What follows belongs to an exercise in optimizing a design on an open flow for small area; a production flow would make more cautious choices. The RTL was checked by simulation tests, not by an equivalence proof against the original design. No activity file was given, so power comes from the tool's default toggle rates.

// TopModule
module TopModule(
    input wire clk,
    input wire reset,
    input wire entry_sensor,
    input wire exit_sensor,
    input wire [1:0] exit_location,  
    output reg door_status_light,    
    output reg lot_full_light,       
    output wire [3:0] parking_state,
    output wire [7:0] seg_out,
    output wire [4:0] anode,
    input wire echo,
    output trig
);
Size in the first run: ~250 cells after synthesis, roughly 110 flip-flops, ~27 I/O pins, ~0.0035 mm2 of cells after synthesis.
==> flow/config.mk <==
export PLATFORM = sky130hd
export DESIGN_NAME = TopModule
export DESIGN_NICKNAME = TopModule
export VERILOG_FILES = /design/flow/design.v
export SDC_FILE = /design/flow/constraint.sdc
export NUM_CORES = 4
export LEC_CHECK = 0
export CAP_MARGIN = 0
export CORE_MARGIN = 2
export CORE_UTILIZATION = 40
export SLEW_MARGIN = 0
==> flow/constraint.sdc <==
create_clock -name core_clock -period 10.0 [get_ports {clk}]
set_input_delay 2.0000 -clock core_clock [delete_from_list [all_inputs] [get_ports {clk}]]
set_output_delay 2.0000 -clock core_clock [all_outputs]
set_load 0.01 [all_outputs]
standard.sh (not shown) runs the stock make flow with config.mk's settings and CLKGATE_MAP_FILE= SYNTH_SCRIPT=/design/flow/synth_recipe.tcl, a recipe that flattens the netlist after the stock synthesis.
==> flow/flow/run.sh <==
#!/bin/bash
set -euo pipefail
export BUFFER_PORTS_ARGS="-buffer_cell sky130_fd_sc_hd__buf_1"
export CTS_ARGS="-sink_clustering_enable -repair_clock_nets -dont_use_dummy_load"
export POST_FLOORPLAN_TCL="$(pwd)/flow/restructure.tcl"
bash standard.sh finish > standard_flow.log 2>&1
==> flow/flow/downsize.tcl <==
# Swap every logic cell the synthesis sized up for its smallest drive-strength
# variant (same function and pins); the placement's repair_design sizes up
# again wherever slew, capacitance or timing needs it. Taps, fills and clock
# buffers are left alone.
set db [ord::get_db]
set block [[$db getChip] getBlock]
set dont_use [split $::env(DONT_USE_CELLS)]
set swapped 0
set saved 0
foreach inst [$block getInsts] {
  set m [$inst getMaster]
  set name [$m getName]
  if {![regexp {^(sky130_fd_sc_hd__[a-z0-9]+)_([0-9]+)$} $name -> base drv]} { continue }
  if {[regexp {tap|fill|decap|clkbuf|clkinv|clkdly|diode|conb} $base]} { continue }
  set best ""
  set bestw [$m getWidth]
  foreach d {0 1 2 4} {
    set cname ${base}_$d
    if {$cname eq $name} { continue }
    set cand [$db findMaster $cname]
    if {$cand eq "NULL" || $cand eq ""} { continue }
    set bad 0
    foreach pat $dont_use { if {$pat ne "" && [string match $pat $cname]} { set bad 1 } }
    if {$bad} { continue }
    if {[$cand getWidth] < $bestw} { set best $cand; set bestw [$cand getWidth] }
  }
  if {$best ne ""} {
    puts "downsize: [$inst getName] $name -> [$best getName]"
    incr saved [expr {[$m getWidth] - $bestw}]
    $inst swapMaster $best
    incr swapped
  }
}
puts "downsize: swapped $swapped cells, [expr {$saved / 1000.0}] um of row width saved"

# A half adder whose SUM output drives nothing computes only COUT = A & B:
# replace it with an and2 (and one whose COUT drives nothing with an xor2).
proc my_net_unused {net} {
  if {$net eq "NULL" || $net eq ""} { return 1 }
  return [expr {[llength [$net getITerms]] <= 1 && [llength [$net getBTerms]] == 0}]
}
set and2 [$db findMaster sky130_fd_sc_hd__and2_1]
set xor2 [$db findMaster sky130_fd_sc_hd__xor2_1]
set nha 0
foreach inst [$block getInsts] {
  if {[[$inst getMaster] getName] ne "sky130_fd_sc_hd__ha_1"} { continue }
  set a [[$inst findITerm A] getNet]
  set b [[$inst findITerm B] getNet]
  set s [[$inst findITerm SUM] getNet]
  set c [[$inst findITerm COUT] getNet]
  if {[my_net_unused $s]} {
    set out $c; set m $and2
  } elseif {[my_net_unused $c]} {
    set out $s; set m $xor2
  } else { continue }
  set name [$inst getName]
  foreach t [$inst getITerms] { if {[$t getNet] ne "NULL"} { $t disconnect } }
  foreach n [list $s $c] { if {$n ne "NULL" && $n ne "" && $n ne $out && [llength [$n getITerms]] == 0 && [llength [$n getBTerms]] == 0} { odb::dbNet_destroy $n } }
  odb::dbInst_destroy $inst
  set new [odb::dbInst_create $block $m $name]
  [$new findITerm A] connect $a
  [$new findITerm B] connect $b
  [$new findITerm X] connect $out
  puts "downsize: half adder $name -> [$m getName]"
  incr nha
}
puts "downsize: replaced $nha half adders"
==> flow/flow/libfilter.py <==
# libfilter.py IN.lib OUT.lib PATTERN... : copy a liberty file without the cells
# whose names match any of the (glob) patterns.
import sys, re, fnmatch
src, dst, pats = sys.argv[1], sys.argv[2], sys.argv[3:]
text = open(src).read()
starts = [m.start() for m in re.finditer(r'^    cell \(', text, re.M)]
end = text.rstrip().rfind('}')          # the library group's closing brace
out = [text[:starts[0]]]
bounds = starts + [end]
dropped = 0
for a, b in zip(bounds, bounds[1:]):
    name = re.match(r'    cell \("?([^")]+)"?\)', text[a:]).group(1)
    if any(fnmatch.fnmatch(name, p) for p in pats):
        dropped += 1
        continue
    out.append(text[a:b])
out.append(text[end:])
open(dst, 'w').write(''.join(out))
print('libfilter: dropped %d cells' % dropped)
==> flow/flow/restructure.tcl <==
# Re-map the combinational logic for area with OpenROAD's ABC-based restructure,
# on a copy of the liberty file without the platform's don't-use cells, then
# run downsize.tcl.
set here [file dirname [info script]]
set lib [lindex $::env(LIB_FILES) 0]
set wd $::env(OBJECTS_DIR)/restructure
file mkdir $wd
set flib $wd/restructure.lib
exec python3 $here/libfilter.py $lib $flib {*}$::env(DONT_USE_CELLS) >@ stdout
set lo [join $::env(TIELO_CELL_AND_PORT) "/"]
set hi [join $::env(TIEHI_CELL_AND_PORT) "/"]
set_dont_use $::env(DONT_USE_CELLS)
log_cmd restructure -target area -liberty_file $flib -tielo_port $lo -tiehi_port $hi -work_dir $wd -abc_logfile $wd/abc.log
source $here/downsize.tcl
Then changed:
==> flow/flow/run.sh (replaced) <==
#!/bin/bash
set -euo pipefail
export BUFFER_PORTS_ARGS="-buffer_cell sky130_fd_sc_hd__buf_1"
export CTS_ARGS="-sink_clustering_enable -repair_clock_nets -dont_use_dummy_load"
export POST_FLOORPLAN_TCL="$(pwd)/flow/downsize.tcl"
export RECOVER_POWER=100
bash standard.sh finish > standard_flow.log 2>&1
removed: flow/flow/libfilter.py
removed: flow/flow/restructure.tcl
Result: The changed run finished but failed the layout checks on max-capacitance violations, max-slew violations; maximum frequency shrinks by about a fifth; via count decreases by a few percent; sequential power is about the same; power drops slightly; combinational power shrinks by about a fifth; final cell count falls by a few percent; final area grows slightly; setup slack degrades by 1.1 ns.
Then changed:
==> flow/flow/run.sh (replaced) <==
#!/bin/bash
set -euo pipefail
export BUFFER_PORTS_ARGS="-buffer_cell sky130_fd_sc_hd__buf_1"
export CTS_ARGS="-sink_clustering_enable -repair_clock_nets -dont_use_dummy_load -buf_list sky130_fd_sc_hd__clkbuf_8 -sink_buffer_max_cap_derate 1.0"
export POST_FLOORPLAN_TCL="$(pwd)/flow/downsize.tcl"
bash standard.sh finish > standard_flow.log 2>&1
==> flow/flow/downsize.tcl (replaced) <==
# Swap every logic cell the synthesis sized up for its smallest drive-strength
# variant (same function and pins); the placement's repair_design sizes up
# again wherever slew, capacitance or timing needs it. Taps, fills and clock
# buffers are left alone.
set db [ord::get_db]
set block [[$db getChip] getBlock]
set dont_use [split $::env(DONT_USE_CELLS)]
set swapped 0
set saved 0
foreach inst [$block getInsts] {
  set m [$inst getMaster]
  set name [$m getName]
  if {![regexp {^(sky130_fd_sc_hd__[a-z0-9]+)_([0-9]+)$} $name -> base drv]} { continue }
  if {[regexp {tap|fill|decap|clkbuf|clkinv|clkdly|diode|conb} $base]} { continue }
  set best ""
  set bestw [$m getWidth]
  foreach d {0 1 2 4} {
    set cname ${base}_$d
    if {$cname eq $name} { continue }
    set cand [$db findMaster $cname]
    if {$cand eq "NULL" || $cand eq ""} { continue }
    set bad 0
    foreach pat $dont_use { if {$pat ne "" && [string match $pat $cname]} { set bad 1 } }
    if {$bad} { continue }
    if {[$cand getWidth] < $bestw} { set best $cand; set bestw [$cand getWidth] }
  }
  if {$best ne ""} {
    puts "downsize: [$inst getName] $name -> [$best getName]"
    incr saved [expr {[$m getWidth] - $bestw}]
    $inst swapMaster $best
    incr swapped
  }
}
puts "downsize: swapped $swapped cells, [expr {$saved / 1000.0}] um of row width saved"
Effect: This time the run produced a clean layout; worst hold slack gets worse by 0.017 ns; global-route usage fell by 0.28 points; setup slack gets better by 1.5 ns; clock skew is about the same; count of clock-buffer cells in the layout is unchanged; synthesized cell count is unchanged.
Then changed:
==> flow/flow/run.sh (replaced) <==
#!/bin/bash
set -euo pipefail
export BUFFER_PORTS_ARGS="-buffer_cell sky130_fd_sc_hd__buf_1"
export CTS_ARGS="-sink_clustering_enable -repair_clock_nets -dont_use_dummy_load -buf_list sky130_fd_sc_hd__clkbuf_8 -sink_buffer_max_cap_derate 2.0"
export POST_FLOORPLAN_TCL="$(pwd)/flow/downsize.tcl"
bash standard.sh finish > standard_flow.log 2>&1
The new run aborted during clock tree synthesis.
Area after synthesis is unchanged.
Synthesized cell count does not change.

port drivers added, routing unchanged:
Ports are ideal in the flow. The routed layouts listed here were re-timed in OpenROAD.
Step 1 assumes that a clkbuf_16 drives the clock port and a buf_2 every other input.
Step 2 adds t to the input delays and takes it off the output delays; t is the mean of the earliest and latest rising clock arrival at the registers after step 1. Input paths then give back, and output paths get back, about the clock's delay inside the block.
Slacks: ideal ports / drivers / drivers and shift; pairs: ideal ports / drivers.
run	t (ns)	setup WS [ns]	clock arrival spread, ns
the first run	0.377	5.524 / 5.493 / 5.870	0.034 / 0.034
the second run	0.369	4.423 / 4.434 / 4.065	0.038 / 0.038
the third run	0.362	5.934 / 5.908 / 6.270	0.037 / 0.037
For the second run, which loses most, drivers alone change the setup slack by +0.011 ns; drivers and shift together by -0.358 ns. The worst setup slack also covers recovery checks on asynchronous resets.
